From an optimization exercise on the open Yosys and OpenROAD flow, aimed at small area and a short achievable clock period; shortcuts taken in it are not production practice. At most, simulation tests tie the RTL to the original design; equivalence was not proved. Power figures rest on the tool's default switching activity, not on a simulated workload.

==> run G <==
## fir
module  fir(
	input clk,
	input rst_n,
	input enable,
	input [2:0] tap,		 
	input [15:0] data_in,
	output [17:0] data_out,
	output complete
);
reg [15:0] d1;			 
reg v1, v2, v3, done;		 
reg [5:2] ld;			 
reg [15:0] h1, h2;		 
reg [2:0] h2c;			 
reg [15:0] h3, h4, h5;		 
reg [17:0] e2s, e2c, b2c;	 
reg [17:0] p3, g3;		 
reg [17:0] result;
always @(posedge clk)
	d1 <= data_in;
always @(posedge clk or negedge rst_n) begin
	if (!rst_n) begin
		v1 <= 1'b0;
		v2 <= 1'b0;
		v3 <= 1'b0;
		done <= 1'b0;
		ld <= 4'b0;
	end else begin
		v1 <= enable;
		v2 <= v1;
		v3 <= v2;
		done <= v3;
		ld[2] <= enable & (tap > 3'd2);
		ld[3] <= enable & (tap > 3'd3);
		ld[4] <= enable & (tap > 3'd4);
		ld[5] <= enable & (tap > 3'd5);
	end
end
wire [12:0] h1x3_lo = {1'b0, h1[11:0]} + {h1[10:0], 1'b0};
wire [4:0] h1x3_c4 = {1'b0, h1[3:0]} + {h1[2:0], 1'b0};
wire [8:0] h1x3_c8 = {1'b0, h1[7:0]} + {h1[6:0], 1'b0};
wire [2:0] h1c = {h1x3_lo[12], h1x3_c8[8], h1x3_c4[4]};
wire [3:0] t0 = h2[3:0] + {h2[2:0], 1'b0};
wire [3:0] t1 = h2[7:4] + h2[6:3] + h2c[0];
wire [3:0] t2 = h2[11:8] + h2[10:7] + h2c[1];
wire [3:0] t3 = h2[15:12] + h2[14:11] + h2c[2];
wire [15:0] h2x3 = {t3, t2, t1, t0};
always @(posedge clk or negedge rst_n) begin
	if (!rst_n) begin
		h1 <= 0;
		h2 <= 0;
		h2c <= 0;
		h3 <= 0;
		h4 <= 0;
		h5 <= 0;
	end else begin
		if (v1) h1 <= d1;
		if (ld[2]) begin
			h2 <= h1;
			h2c <= h1c;
		end
		if (ld[3]) h3 <= h2x3;
		if (ld[4]) h4 <= h3;
		if (ld[5]) h5 <= h4;
	end
end
wire [17:0] o0 = {2'b0, d1};
wire [17:0] o1 = {2'b0, h1[14:0], 1'b0};
wire [17:0] o2 = {2'b0, h2[14:0], 1'b0};
wire [17:0] o3 = {2'b0, h3};
wire [17:0] o4 = {2'b0, h4};
wire [17:0] o5 = {2'b0, h5};
wire [17:0] a_s = o0 ^ o1 ^ o2;
wire [17:0] a_c = ((o0 & o1) | (o0 & o2) | (o1 & o2)) << 1;
wire [17:0] b_s = o3 ^ o4 ^ o5;
  ...
==> module fir, before the edit <==
module  fir(
	input clk,
	input rst_n,
	input enable,
	input [2:0] tap,		 
	input [15:0] data_in,
	output [17:0] data_out,
	output complete
);
reg [15:0] d1;			 
reg v1, v2, v3, done;		 
reg [5:2] ld;			 
reg [15:0] h1, h2;		 
reg [2:0] h2c;			 
reg [15:0] h3, h4, h5;		 
reg [17:0] e2s, e2c, b2c;	 
reg [17:0] p3, g3;		 
reg [17:0] result;
always @(posedge clk)
	d1 <= data_in;
always @(posedge clk or negedge rst_n) begin
	if (!rst_n) begin
		v1 <= 1'b0;
		v2 <= 1'b0;
		v3 <= 1'b0;
		done <= 1'b0;
		ld <= 4'b0;
	end else begin
		v1 <= enable;
		v2 <= v1;
		v3 <= v2;
		done <= v3;
		ld[2] <= enable & (tap > 3'd2);
		ld[3] <= enable & (tap > 3'd3);
		ld[4] <= enable & (tap > 3'd4);
		ld[5] <= enable & (tap > 3'd5);
	end
end
wire [12:0] h1x3_lo = {1'b0, h1[11:0]} + {h1[10:0], 1'b0};
wire [4:0] h1x3_c4 = {1'b0, h1[3:0]} + {h1[2:0], 1'b0};
wire [8:0] h1x3_c8 = {1'b0, h1[7:0]} + {h1[6:0], 1'b0};
wire [2:0] h1c = {h1x3_lo[12], h1x3_c8[8], h1x3_c4[4]};
wire [3:0] t0 = h2[3:0] + {h2[2:0], 1'b0};
wire [3:0] t1 = h2[7:4] + h2[6:3] + h2c[0];
wire [3:0] t2 = h2[11:8] + h2[10:7] + h2c[1];
wire [3:0] t3 = h2[15:12] + h2[14:11] + h2c[2];
wire [15:0] h2x3 = {t3, t2, t1, t0};
always @(posedge clk or negedge rst_n) begin
	if (!rst_n) begin
		h1 <= 0;
		h2 <= 0;
		h2c <= 0;
		h3 <= 0;
		h4 <= 0;
		h5 <= 0;
	end else begin
		if (v1) h1 <= d1;
		if (ld[2]) begin
			h2 <= h1;
			h2c <= h1c;
		end
		if (ld[3]) h3 <= h2x3;
		if (ld[4]) h4 <= h3;
		if (ld[5]) h5 <= h4;
	end
end
wire [17:0] o0 = {2'b0, d1};
wire [17:0] o1 = {2'b0, h1[14:0], 1'b0};
wire [17:0] o2 = {2'b0, h2[14:0], 1'b0};
wire [17:0] o3 = {2'b0, h3};
wire [17:0] o4 = {2'b0, h4};
wire [17:0] o5 = {2'b0, h5};
wire [17:0] a_s = o0 ^ o1 ^ o2;
wire [17:0] a_c = ((o0 & o1) | (o0 & o2) | (o1 & o2)) << 1;
wire [17:0] b_s = o3 ^ o4 ^ o5;
wire [17:0] b_c = ((o3 & o4) | (o3 & o5) | (o4 & o5)) << 1;
wire [17:0] e_s = a_s ^ a_c ^ b_s;
wire [17:0] e_c = ((a_s & a_c) | (a_s & b_s) | (a_c & b_s)) << 1;
always @(posedge clk) begin
	e2s <= e_s;
	e2c <= e_c;
	b2c <= b_c;
end
wire [17:0] f_s = e2s ^ e2c ^ b2c;
wire [17:0] f_c = ((e2s & e2c) | (e2s & b2c) | (e2c & b2c)) << 1;
always @(posedge clk) begin
	p3 <= f_s ^ f_c;
	g3 <= f_s & f_c;
end
wire [17:0] gg1 = g3 | (p3 & {g3[16:0], 1'b0});
wire [17:0] pp1 = p3 & {p3[16:0], 1'b0};
wire [17:0] gg2 = gg1 | (pp1 & {gg1[15:0], 2'b0});
wire [17:0] pp2 = pp1 & {pp1[15:0], 2'b0};
wire [17:0] gg3 = gg2 | (pp2 & {gg2[13:0], 4'b0});
wire [17:0] pp3 = pp2 & {pp2[13:0], 4'b0};
wire [17:0] gg4 = gg3 | (pp3 & {gg3[9:0], 8'b0});
wire [17:0] pp4 = pp3 & {pp3[9:0], 8'b0};
wire [17:0] gg5 = gg4 | (pp4 & {gg4[1:0], 16'b0});
wire [17:0] sum = p3 ^ {gg5[16:0], 1'b0};
always @(posedge clk or negedge rst_n) begin
	if (!rst_n)
		result <= 0;
	else if (v3)
		result <= sum;
end
assign data_out = result;
assign complete = done;
endmodule
export LEC_CHECK = 0
export CAP_MARGIN = 20
export CORE_MARGIN = 2
export CORE_UTILIZATION = 40
export CTS_BUF_LIST = sky130_fd_sc_hd__clkbuf_8
export SETUP_SLACK_MARGIN = 1.9
export SLEW_MARGIN = 20
export TNS_END_PERCENT = 5
create_clock -name core_clock -period 4.0 [get_ports {clk}]
standard.sh (not shown) runs the stock make flow with config.mk's settings and CLKGATE_MAP_FILE= SYNTH_SCRIPT=/design/flow/synth_recipe.tcl, a recipe that flattens the netlist after the stock synthesis.
==> flow/flow/run.sh <==
#!/bin/bash
# The standard ORFS layout (same make targets and settings as standard.sh),
# with these changes: port buffers are buf_2 cells instead of the delay
# cells buffer_ports picks by itself; Yosys synth runs with -noabc, so its generic abc pass does not run before extract_fa.
# Each tool's output goes to a log file here.
set -euo pipefail
W=$(pwd)
make -C "$FLOW_HOME" DESIGN_CONFIG="$W/config.mk" WORK_HOME="$W/orfs" CLKGATE_MAP_FILE= \
  SYNTH_SCRIPT="$W/synth_recipe.tcl" \
  BUFFER_PORTS_ARGS="-buffer_cell sky130_fd_sc_hd__buf_2" SYNTH_ARGS=-noabc CTS_ARGS="-sink_clustering_enable -repair_clock_nets -buf_list sky130_fd_sc_hd__clkbuf_8 -dont_use_dummy_load -sink_clustering_size 12 -sink_clustering_max_diameter 100" \
  finish > "$W/make.log" 2>&1
R="$W/orfs/results/$FLOW_PLATFORM/fir/base"
: # left out here: write the final layout as DEF
==> run B: changes against run G <==
==> flow/design.v (replaced) <==
module  fir(
	input clk,
	input rst_n,
	input enable,
	input [2:0] tap,		 
	input [15:0] data_in,
	output [17:0] data_out,
	output complete
);
reg [15:0] d1, d2;		 
reg v1, v2, v3, done;		 
reg [5:2] ld;			 
reg [15:0] h1, h2;		 
reg [2:0] h2c;			 
reg [15:0] h3, h4, h5;		 
reg [17:0] s3, c3;		 
reg [17:0] result;
always @(posedge clk) begin
	d1 <= data_in;
	d2 <= d1;
end
always @(posedge clk or negedge rst_n) begin
	if (!rst_n) begin
		v1 <= 1'b0;
		v2 <= 1'b0;
		v3 <= 1'b0;
		done <= 1'b0;
		ld <= 4'b0;
	end else begin
		v1 <= enable;
		v2 <= v1;
		v3 <= v2;
		done <= v3;
		ld[2] <= v1 & (tap > 3'd2);
		ld[3] <= v1 & (tap > 3'd3);
		ld[4] <= v1 & (tap > 3'd4);
		ld[5] <= v1 & (tap > 3'd5);
	end
end
wire [12:0] h1x3_lo = {1'b0, h1[11:0]} + {h1[10:0], 1'b0};
wire [4:0] h1x3_c4 = {1'b0, h1[3:0]} + {h1[2:0], 1'b0};
wire [8:0] h1x3_c8 = {1'b0, h1[7:0]} + {h1[6:0], 1'b0};
wire [2:0] h1c = {h1x3_lo[12], h1x3_c8[8], h1x3_c4[4]};
wire [3:0] t0 = h2[3:0] + {h2[2:0], 1'b0};
wire [3:0] t1 = h2[7:4] + h2[6:3] + h2c[0];
wire [3:0] t2 = h2[11:8] + h2[10:7] + h2c[1];
wire [3:0] t3 = h2[15:12] + h2[14:11] + h2c[2];
wire [15:0] h2x3 = {t3, t2, t1, t0};
always @(posedge clk or negedge rst_n) begin
	if (!rst_n) begin
		h1 <= 0;
		h2 <= 0;
		h2c <= 0;
		h3 <= 0;
		h4 <= 0;
		h5 <= 0;
	end else begin
		if (v2) h1 <= d2;
		if (ld[2]) begin
			h2 <= h1;
			h2c <= h1c;
		end
		if (ld[3]) h3 <= h2x3;
		if (ld[4]) h4 <= h3;
		if (ld[5]) h5 <= h4;
	end
end
wire [17:0] o0 = {2'b0, d2};
wire [17:0] o1 = {2'b0, h1[14:0], 1'b0};
wire [17:0] o2 = {2'b0, h2[14:0], 1'b0};
wire [17:0] o3 = {2'b0, h3};
wire [17:0] o4 = {2'b0, h4};
wire [17:0] o5 = {2'b0, h5};
wire [17:0] a_s = o0 ^ o1 ^ o2;
wire [17:0] a_c = ((o0 & o1) | (o0 & o2) | (o1 & o2)) << 1;
wire [17:0] b_s = o3 ^ o4 ^ o5;
wire [17:0] b_c = ((o3 & o4) | (o3 & o5) | (o4 & o5)) << 1;
wire [17:0] e_s = a_s ^ a_c ^ b_s;
wire [17:0] e_c = ((a_s & a_c) | (a_s & b_s) | (a_c & b_s)) << 1;
wire [17:0] f_s = e_s ^ e_c ^ b_c;
wire [17:0] f_c = ((e_s & e_c) | (e_s & b_c) | (e_c & b_c)) << 1;
always @(posedge clk) begin
	s3 <= f_s;
	c3 <= f_c;
end
always @(posedge clk or negedge rst_n) begin
	if (!rst_n)
		result <= 0;
	else if (v3)
		result <= s3 + c3;
end
assign data_out = result;
assign complete = done;
endmodule
--- a/flow/flow/run.sh
+++ b/flow/flow/run.sh
@@ -7,7 +7,7 @@
 W=$(pwd)
 make -C "$FLOW_HOME" DESIGN_CONFIG="$W/config.mk" WORK_HOME="$W/orfs" CLKGATE_MAP_FILE= \
   SYNTH_SCRIPT="$W/synth_recipe.tcl" \
-  BUFFER_PORTS_ARGS="-buffer_cell sky130_fd_sc_hd__buf_2" SYNTH_ARGS=-noabc CTS_ARGS="-sink_clustering_enable -repair_clock_nets -buf_list sky130_fd_sc_hd__clkbuf_8 -dont_use_dummy_load -sink_clustering_size 12 -sink_clustering_max_diameter 100" \
+  BUFFER_PORTS_ARGS="-buffer_cell sky130_fd_sc_hd__buf_2" SYNTH_ARGS=-noabc CTS_ARGS="-sink_clustering_enable -repair_clock_nets -buf_list sky130_fd_sc_hd__clkbuf_8 -dont_use_dummy_load" \
   finish > "$W/make.log" 2>&1
 R="$W/orfs/results/$FLOW_PLATFORM/fir/base"
 : # left out here: write the final layout as DEF
Settings changed: TNS_END_PERCENT 5 to unset.
==> run F: changes against run G <==
==> flow/design.v (replaced) <==
module  fir(
	input clk,
	input rst_n,
	input enable,
	input [2:0] tap,		 
	input [15:0] data_in,
	output [17:0] data_out,
	output complete
);
reg [15:0] d1, d2, d3;		 
reg v1, v2, v3, done;		 
reg [17:0] z1, z2, z3;		 
reg [16:0] z4;
reg [15:0] z5;
reg [17:0] result;
always @(posedge clk) begin
	d1 <= data_in;
	d2 <= d1;
	d3 <= d2;
end
always @(posedge clk or negedge rst_n) begin
	if (!rst_n) begin
		v1 <= 1'b0;
		v2 <= 1'b0;
		v3 <= 1'b0;
		done <= 1'b0;
	end else begin
		v1 <= enable;
		v2 <= v1;
		v3 <= v2;
		done <= v3;
	end
end
wire [15:0] x2 = {d3[14:0], 1'b0};	 
wire [15:0] x3 = d3 + x2;		 
always @(posedge clk or negedge rst_n) begin
	if (!rst_n) begin
		z1 <= 0;
		z2 <= 0;
		z3 <= 0;
		z4 <= 0;
		z5 <= 0;
		result <= 0;
	end else if (v3) begin
		result <= d3 + z1;
		z1 <= x2 + z2;
		if (tap > 3'd2) z2 <= x2 + z3;
		if (tap > 3'd3) z3 <= x3 + z4;
		if (tap > 3'd4) z4 <= x3 + z5;
		if (tap > 3'd5) z5 <= x3;
	end
end
assign data_out = result;
assign complete = done;
endmodule
==> flow/run.sh (new file) <==
#!/bin/bash
# synth_recipe.tcl (not shown) runs the flow's synth.tcl, then flattens the netlist and writes it again
# the make line also repeats each setting of config.mk as NAME=value (left out here)
make -C /OpenROAD-flow-scripts/flow DESIGN_CONFIG=/design/flow/config.mk WORK_HOME=/design/flow/orfs CLKGATE_MAP_FILE= SYNTH_SCRIPT=/design/flow/synth_recipe.tcl finish
Settings changed: CTS_BUF_LIST sky130_fd_sc_hd__clkbuf_8 to unset, SETUP_SLACK_MARGIN 1.9 to 1.5, TNS_END_PERCENT 5 to unset.
removed: flow/flow/run.sh
removed: flow/standard.sh
==> run summary <==
Combinational power, lowest first: run G, run B, run F. In run F the clock power is higher than in run B, by 74%. Register-to-register slack, highest first: run G, run B, run F. Power, lowest first: run G, run B, run F. Critical path depth, highest first: run F, run B, run G.
==> figures <==
quantity                                                                                run G                run B                run F
Outcome                                                              timing/DRC/antenna clean  timing/DRC/antenna clean  timing/DRC/antenna clean
Internal Pwr Total                                                                    4734 uW              4672 uW              5414 uW
Combinational group power                                                             2390 uW              3660 uW              4810 uW
Starting DRC count in detailed routing                                                    125                  168                  228
Core occupancy in the finished layout                                                  44.35%               45.25%               50.16%
Endpoint kind of the worst setup timing path                                       output pin                 flop                 flop
Post-Synthesis Mean Instance Area                                                 14.76 sq um          14.83 sq um          9.936 sq um
Seq Cell Count                                                                            207                  174                  157
Top power consumer group                                                     sequential cells  combinational logic  combinational logic
Share of synthesized cell area in full adder, half adder and majority cells            21.06%               23.21%               14.11%
Ratio of layout area to synthesized area                                              1.0912x              1.1202x              1.2403x
For run F, only the layout was checked, not whether the RTL still works.

---

==> xenon: inputs <==
fir again, from the RTL that the note above started with.
## fir
module  fir(
	input clk,
	input rst_n,
	input enable,
	input [2:0] tap,		 
	input [15:0] data_in,
	output [17:0] data_out,
	output complete
);
reg [15:0] d1;			 
reg v1, v2, v3, done;		 
reg [5:2] ld;			 
reg [15:0] h1, h2;		 
reg [2:0] h2c;			 
reg [15:0] h3, h4, h5;		 
reg [17:0] e2s, e2c, b2c;	 
reg [17:0] p3, g3;		 
reg [17:0] result;
always @(posedge clk)
	d1 <= data_in;
always @(posedge clk or negedge rst_n) begin
	if (!rst_n) begin
		v1 <= 1'b0;
		v2 <= 1'b0;
		v3 <= 1'b0;
		done <= 1'b0;
		ld <= 4'b0;
	end else begin
		v1 <= enable;
		v2 <= v1;
		v3 <= v2;
		done <= v3;
		ld[2] <= enable & (tap > 3'd2);
		ld[3] <= enable & (tap > 3'd3);
		ld[4] <= enable & (tap > 3'd4);
		ld[5] <= enable & (tap > 3'd5);
	end
end
wire [12:0] h1x3_lo = {1'b0, h1[11:0]} + {h1[10:0], 1'b0};
wire [4:0] h1x3_c4 = {1'b0, h1[3:0]} + {h1[2:0], 1'b0};
wire [8:0] h1x3_c8 = {1'b0, h1[7:0]} + {h1[6:0], 1'b0};
wire [2:0] h1c = {h1x3_lo[12], h1x3_c8[8], h1x3_c4[4]};
wire [3:0] t0 = h2[3:0] + {h2[2:0], 1'b0};
  ...
export LEC_CHECK = 0
export CAP_MARGIN = 20
export CORE_MARGIN = 2
export CORE_UTILIZATION = 40
export CTS_BUF_LIST = sky130_fd_sc_hd__clkbuf_8
export SETUP_SLACK_MARGIN = 2.3
export SLEW_MARGIN = 20
export TNS_END_PERCENT = 20
create_clock -name core_clock -period 4.0 [get_ports {clk}]
==> flow/flow/run.sh <==
#!/bin/bash
# The standard ORFS layout (the same make call and settings as
# standard.sh, including its synthesis script), with these changes:
#  - port buffers are buf_2 cells (buffer_ports picks delay cells by itself);
#  - Yosys synth runs with -noabc, so no generic abc pass runs before
#    extract_fa (fewer inverters around the adder cells);
#  - clock tree: clkbuf_8 buffers with a clkbuf_16 at the root, sinks
#    clustered in groups of up to 15,
#    and no dummy load cells.
# make's output goes to make.log and ORFS keeps each step's log under
# orfs/logs; write_def.log holds the DEF export.
set -euo pipefail
W=$(pwd)
make -C "$FLOW_HOME" DESIGN_CONFIG="$W/config.mk" WORK_HOME="$W/orfs" CLKGATE_MAP_FILE= \
  SYNTH_SCRIPT="$W/synth_recipe.tcl" \
  BUFFER_PORTS_ARGS="-buffer_cell sky130_fd_sc_hd__buf_2" \
  SYNTH_ARGS=-noabc \
  CTS_ARGS="-sink_clustering_enable -repair_clock_nets -buf_list sky130_fd_sc_hd__clkbuf_8 -dont_use_dummy_load -root_buf sky130_fd_sc_hd__clkbuf_16 -sink_clustering_size 15 -sink_clustering_max_diameter 100" \
  finish > "$W/make.log" 2>&1
R="$W/orfs/results/$FLOW_PLATFORM/fir/base"
: # left out here: write the final layout as DEF
==> inputs of willow, as changes to xenon <==
==> flow/design.v, changed modules only <==
module  fir(
	input clk,
	input rst_n,
	input enable,
	input [2:0] tap,		 
	input [15:0] data_in,
	output [17:0] data_out,
	output complete
);
reg [15:0] d1, d2;		 
reg v1, v2, v3, done;		 
reg [5:2] ld;			 
reg [15:0] h1, h2;		 
reg [2:0] h2c;			 
reg [15:0] h3, h4, h5;		 
reg [17:0] s3, c3;		 
reg [17:0] result;
always @(posedge clk) begin
	d1 <= data_in;
	d2 <= d1;
end
always @(posedge clk or negedge rst_n) begin
	if (!rst_n) begin
		v1 <= 1'b0;
		v2 <= 1'b0;
		v3 <= 1'b0;
		done <= 1'b0;
		ld <= 4'b0;
	end else begin
		v1 <= enable;
		v2 <= v1;
		v3 <= v2;
		done <= v3;
		ld[2] <= v1 & (tap > 3'd2);
		ld[3] <= v1 & (tap > 3'd3);
		ld[4] <= v1 & (tap > 3'd4);
		ld[5] <= v1 & (tap > 3'd5);
	end
end
wire [12:0] h1x3_lo = {1'b0, h1[11:0]} + {h1[10:0], 1'b0};
wire [4:0] h1x3_c4 = {1'b0, h1[3:0]} + {h1[2:0], 1'b0};
wire [8:0] h1x3_c8 = {1'b0, h1[7:0]} + {h1[6:0], 1'b0};
wire [2:0] h1c = {h1x3_lo[12], h1x3_c8[8], h1x3_c4[4]};
wire [3:0] t0 = h2[3:0] + {h2[2:0], 1'b0};
wire [3:0] t1 = h2[7:4] + h2[6:3] + h2c[0];
wire [3:0] t2 = h2[11:8] + h2[10:7] + h2c[1];
wire [3:0] t3 = h2[15:12] + h2[14:11] + h2c[2];
wire [15:0] h2x3 = {t3, t2, t1, t0};
always @(posedge clk or negedge rst_n) begin
	if (!rst_n) begin
		h1 <= 0;
		h2 <= 0;
		h2c <= 0;
		h3 <= 0;
		h4 <= 0;
		h5 <= 0;
	end else begin
		if (v2) h1 <= d2;
		if (ld[2]) begin
			h2 <= h1;
			h2c <= h1c;
		end
		if (ld[3]) h3 <= h2x3;
		if (ld[4]) h4 <= h3;
		if (ld[5]) h5 <= h4;
	end
end
wire [17:0] o0 = {2'b0, d2};
wire [17:0] o1 = {2'b0, h1[14:0], 1'b0};
wire [17:0] o2 = {2'b0, h2[14:0], 1'b0};
wire [17:0] o3 = {2'b0, h3};
wire [17:0] o4 = {2'b0, h4};
wire [17:0] o5 = {2'b0, h5};
wire [17:0] a_s = o0 ^ o1 ^ o2;
wire [17:0] a_c = ((o0 & o1) | (o0 & o2) | (o1 & o2)) << 1;
wire [17:0] b_s = o3 ^ o4 ^ o5;
wire [17:0] b_c = ((o3 & o4) | (o3 & o5) | (o4 & o5)) << 1;
wire [17:0] e_s = a_s ^ a_c ^ b_s;
wire [17:0] e_c = ((a_s & a_c) | (a_s & b_s) | (a_c & b_s)) << 1;
wire [17:0] f_s = e_s ^ e_c ^ b_c;
wire [17:0] f_c = ((e_s & e_c) | (e_s & b_c) | (e_c & b_c)) << 1;
always @(posedge clk) begin
	s3 <= f_s;
	c3 <= f_c;
end
always @(posedge clk or negedge rst_n) begin
	if (!rst_n)
		result <= 0;
	else if (v3)
		result <= s3 + c3;
end
assign data_out = result;
assign complete = done;
endmodule
==> flow/flow/run.sh (replaced) <==
#!/bin/bash
# The standard ORFS layout (same make targets and settings as standard.sh),
# with these changes: port buffers are buf_2 cells instead of the delay
# cells buffer_ports picks by itself; Yosys synth runs with -noabc, so its generic abc pass does not run before extract_fa.
# Each tool's output goes to a log file here.
set -euo pipefail
W=$(pwd)
make -C "$FLOW_HOME" DESIGN_CONFIG="$W/config.mk" WORK_HOME="$W/orfs" CLKGATE_MAP_FILE= \
  SYNTH_SCRIPT="$W/synth_recipe.tcl" \
  BUFFER_PORTS_ARGS="-buffer_cell sky130_fd_sc_hd__buf_2" SYNTH_ARGS=-noabc CTS_ARGS="-sink_clustering_enable -repair_clock_nets -buf_list sky130_fd_sc_hd__clkbuf_8 -dont_use_dummy_load" \
  finish > "$W/make.log" 2>&1
R="$W/orfs/results/$FLOW_PLATFORM/fir/base"
: # left out here: write the final layout as DEF
- CORE_UTILIZATION: 40 -> 60
- SETUP_SLACK_MARGIN: 2.3 -> 1.9
- TNS_END_PERCENT: 20 -> 5
==> inputs of juniper, as changes to xenon <==
==> flow/design.v, changed modules only <==
module  fir(
	input clk,
	input rst_n,
	input enable,
	input [2:0] tap,		 
	input [15:0] data_in,
	output [17:0] data_out,
	output complete
);
reg [15:0] d1, d2;		 
reg v1, v2, v3, done;		 
reg [5:2] ld;			 
reg [15:0] h1, h2;		 
reg [2:0] h2c;			 
reg [15:0] h3, h4, h5;		 
reg [17:0] s3, c3;		 
reg [17:0] result;
always @(posedge clk) begin
	d1 <= data_in;
	d2 <= d1;
end
always @(posedge clk or negedge rst_n) begin
	if (!rst_n) begin
		v1 <= 1'b0;
		v2 <= 1'b0;
		v3 <= 1'b0;
		done <= 1'b0;
		ld <= 4'b0;
	end else begin
		v1 <= enable;
		v2 <= v1;
		v3 <= v2;
		done <= v3;
		ld[2] <= v1 & (tap > 3'd2);
		ld[3] <= v1 & (tap > 3'd3);
		ld[4] <= v1 & (tap > 3'd4);
		ld[5] <= v1 & (tap > 3'd5);
	end
end
wire [12:0] h1x3_lo = {1'b0, h1[11:0]} + {h1[10:0], 1'b0};
wire [4:0] h1x3_c4 = {1'b0, h1[3:0]} + {h1[2:0], 1'b0};
wire [8:0] h1x3_c8 = {1'b0, h1[7:0]} + {h1[6:0], 1'b0};
wire [2:0] h1c = {h1x3_lo[12], h1x3_c8[8], h1x3_c4[4]};
wire [3:0] t0 = h2[3:0] + {h2[2:0], 1'b0};
wire [3:0] t1 = h2[7:4] + h2[6:3] + h2c[0];
wire [3:0] t2 = h2[11:8] + h2[10:7] + h2c[1];
wire [3:0] t3 = h2[15:12] + h2[14:11] + h2c[2];
wire [15:0] h2x3 = {t3, t2, t1, t0};
always @(posedge clk or negedge rst_n) begin
	if (!rst_n) begin
		h1 <= 0;
		h2 <= 0;
		h2c <= 0;
		h3 <= 0;
		h4 <= 0;
		h5 <= 0;
	end else begin
		if (v2) h1 <= d2;
		if (ld[2]) begin
			h2 <= h1;
			h2c <= h1c;
		end
		if (ld[3]) h3 <= h2x3;
		if (ld[4]) h4 <= h3;
		if (ld[5]) h5 <= h4;
	end
end
wire [17:0] o0 = {2'b0, d2};
wire [17:0] o1 = {2'b0, h1[14:0], 1'b0};
wire [17:0] o2 = {2'b0, h2[14:0], 1'b0};
wire [17:0] o3 = {2'b0, h3};
wire [17:0] o4 = {2'b0, h4};
wire [17:0] o5 = {2'b0, h5};
wire [17:0] a_s = o0 ^ o1 ^ o2;
wire [17:0] a_c = ((o0 & o1) | (o0 & o2) | (o1 & o2)) << 1;
wire [17:0] b_s = o3 ^ o4 ^ o5;
wire [17:0] b_c = ((o3 & o4) | (o3 & o5) | (o4 & o5)) << 1;
wire [17:0] e_s = a_s ^ a_c ^ b_s;
wire [17:0] e_c = ((a_s & a_c) | (a_s & b_s) | (a_c & b_s)) << 1;
wire [17:0] f_s = e_s ^ e_c ^ b_c;
wire [17:0] f_c = ((e_s & e_c) | (e_s & b_c) | (e_c & b_c)) << 1;
always @(posedge clk) begin
	s3 <= f_s;
	c3 <= f_c;
end
always @(posedge clk or negedge rst_n) begin
	if (!rst_n)
		result <= 0;
	else if (v3)
		result <= s3 + c3;
end
assign data_out = result;
assign complete = done;
endmodule
==> flow/flow/run.sh (replaced) <==
#!/bin/bash
# The standard ORFS layout (same make targets and settings as standard.sh),
# with these changes: port buffers are buf_2 cells instead of the delay
# cells buffer_ports picks by itself; Yosys synth runs with -noabc, so its generic abc pass does not run before extract_fa.
# Each tool's output goes to a log file here.
set -euo pipefail
W=$(pwd)
make -C "$FLOW_HOME" DESIGN_CONFIG="$W/config.mk" WORK_HOME="$W/orfs" CLKGATE_MAP_FILE= \
  SYNTH_SCRIPT="$W/synth_recipe.tcl" \
  BUFFER_PORTS_ARGS="-buffer_cell sky130_fd_sc_hd__buf_2" SYNTH_ARGS=-noabc CTS_ARGS="-sink_clustering_enable -repair_clock_nets -buf_list sky130_fd_sc_hd__clkbuf_8 -dont_use_dummy_load" \
  finish > "$W/make.log" 2>&1
R="$W/orfs/results/$FLOW_PLATFORM/fir/base"
: # left out here: write the final layout as DEF
- SETUP_SLACK_MARGIN: 2.3 -> 1.9
- TNS_END_PERCENT: 20 -> 0
==> flow_summary.json <==
{
  "status": "complete, no violations",
  "gp_congestion": 0.864,
  "power_leader": "combinational logic",
  "grt_max_degree": 71,
  "ff_latch_area_um2": 4040,
  "buffers_excl_clock": 52
}
Source of the figures above: willow

==> flow_summary.json <==
{
  "power_leader": "combinational logic",
  "nets": 699,
  "synth_top_family_by_area": "adder cells",
  "status": "complete, no violations",
  "seq_area_frac_synth": 0.518,
  "buffers_excl_clock": 44,
  "fin_ws_ns": 1.89,
  "multi_input_comb_area_um2": 3700,
  "grt_max_degree": 62,
  "ff_latch_area_um2": 4030,
  "gp_congestion": 0.880
}
Source of the figures above: juniper

==> flow_summary.json <==
{
  "status": "complete, no violations",
  "power_leader": "registers",
  "buffers_excl_clock": 44,
  "grt_max_degree": 110,
  "gp_congestion": 0.789,
  "ff_latch_area_um2": 4690,
  "design_area_um2": 9360
}
Source of the figures above: xenon

## separate check: timing with driven ports
In the flow no input, the clock included, has a driving cell. The finished layouts below were timed again as built, in two steps. Step 1, drivers: a clkbuf_16 drives clk and a buf_2 each remaining input, both assumed. Step 2 moves the port delays by t, midway between the first and last clock arrival at a register: inputs arrive t later, outputs are due t later. That takes back most of the time a late clock gives input paths. a / b / c = ideal / step 1 / step 2; a / b = the first two.
run | t, ns | slack for setup (ns) | clock arrival spread, ns | worst slew at a driven data input, ns | pins driven straight from the clock port
run G | 0.514 | 2.156 / 2.122 / 2.227 | 0.041 / 0.041 | 0.03 | 1
run B | 0.480 | 1.902 / 1.902 / 1.902 | 0.038 / 0.037 | 0.03 | 1
run F | 0.473 | 0.554 / 0.554 / 0.554 | 0.016 / 0.016 | 0.03 | 1
xenon | 0.494 | 2.188 / 2.148 / 2.220 | 0.049 / 0.048 | 0.03 | 1
willow | 0.473 | 1.898 / 1.898 / 1.898 | 0.026 / 0.026 | 0.03 | 1
juniper | 0.473 | 1.895 / 1.895 / 1.895 | 0.032 / 0.032 | 0.03 | 1
After both steps every run listed still meets setup and hold.
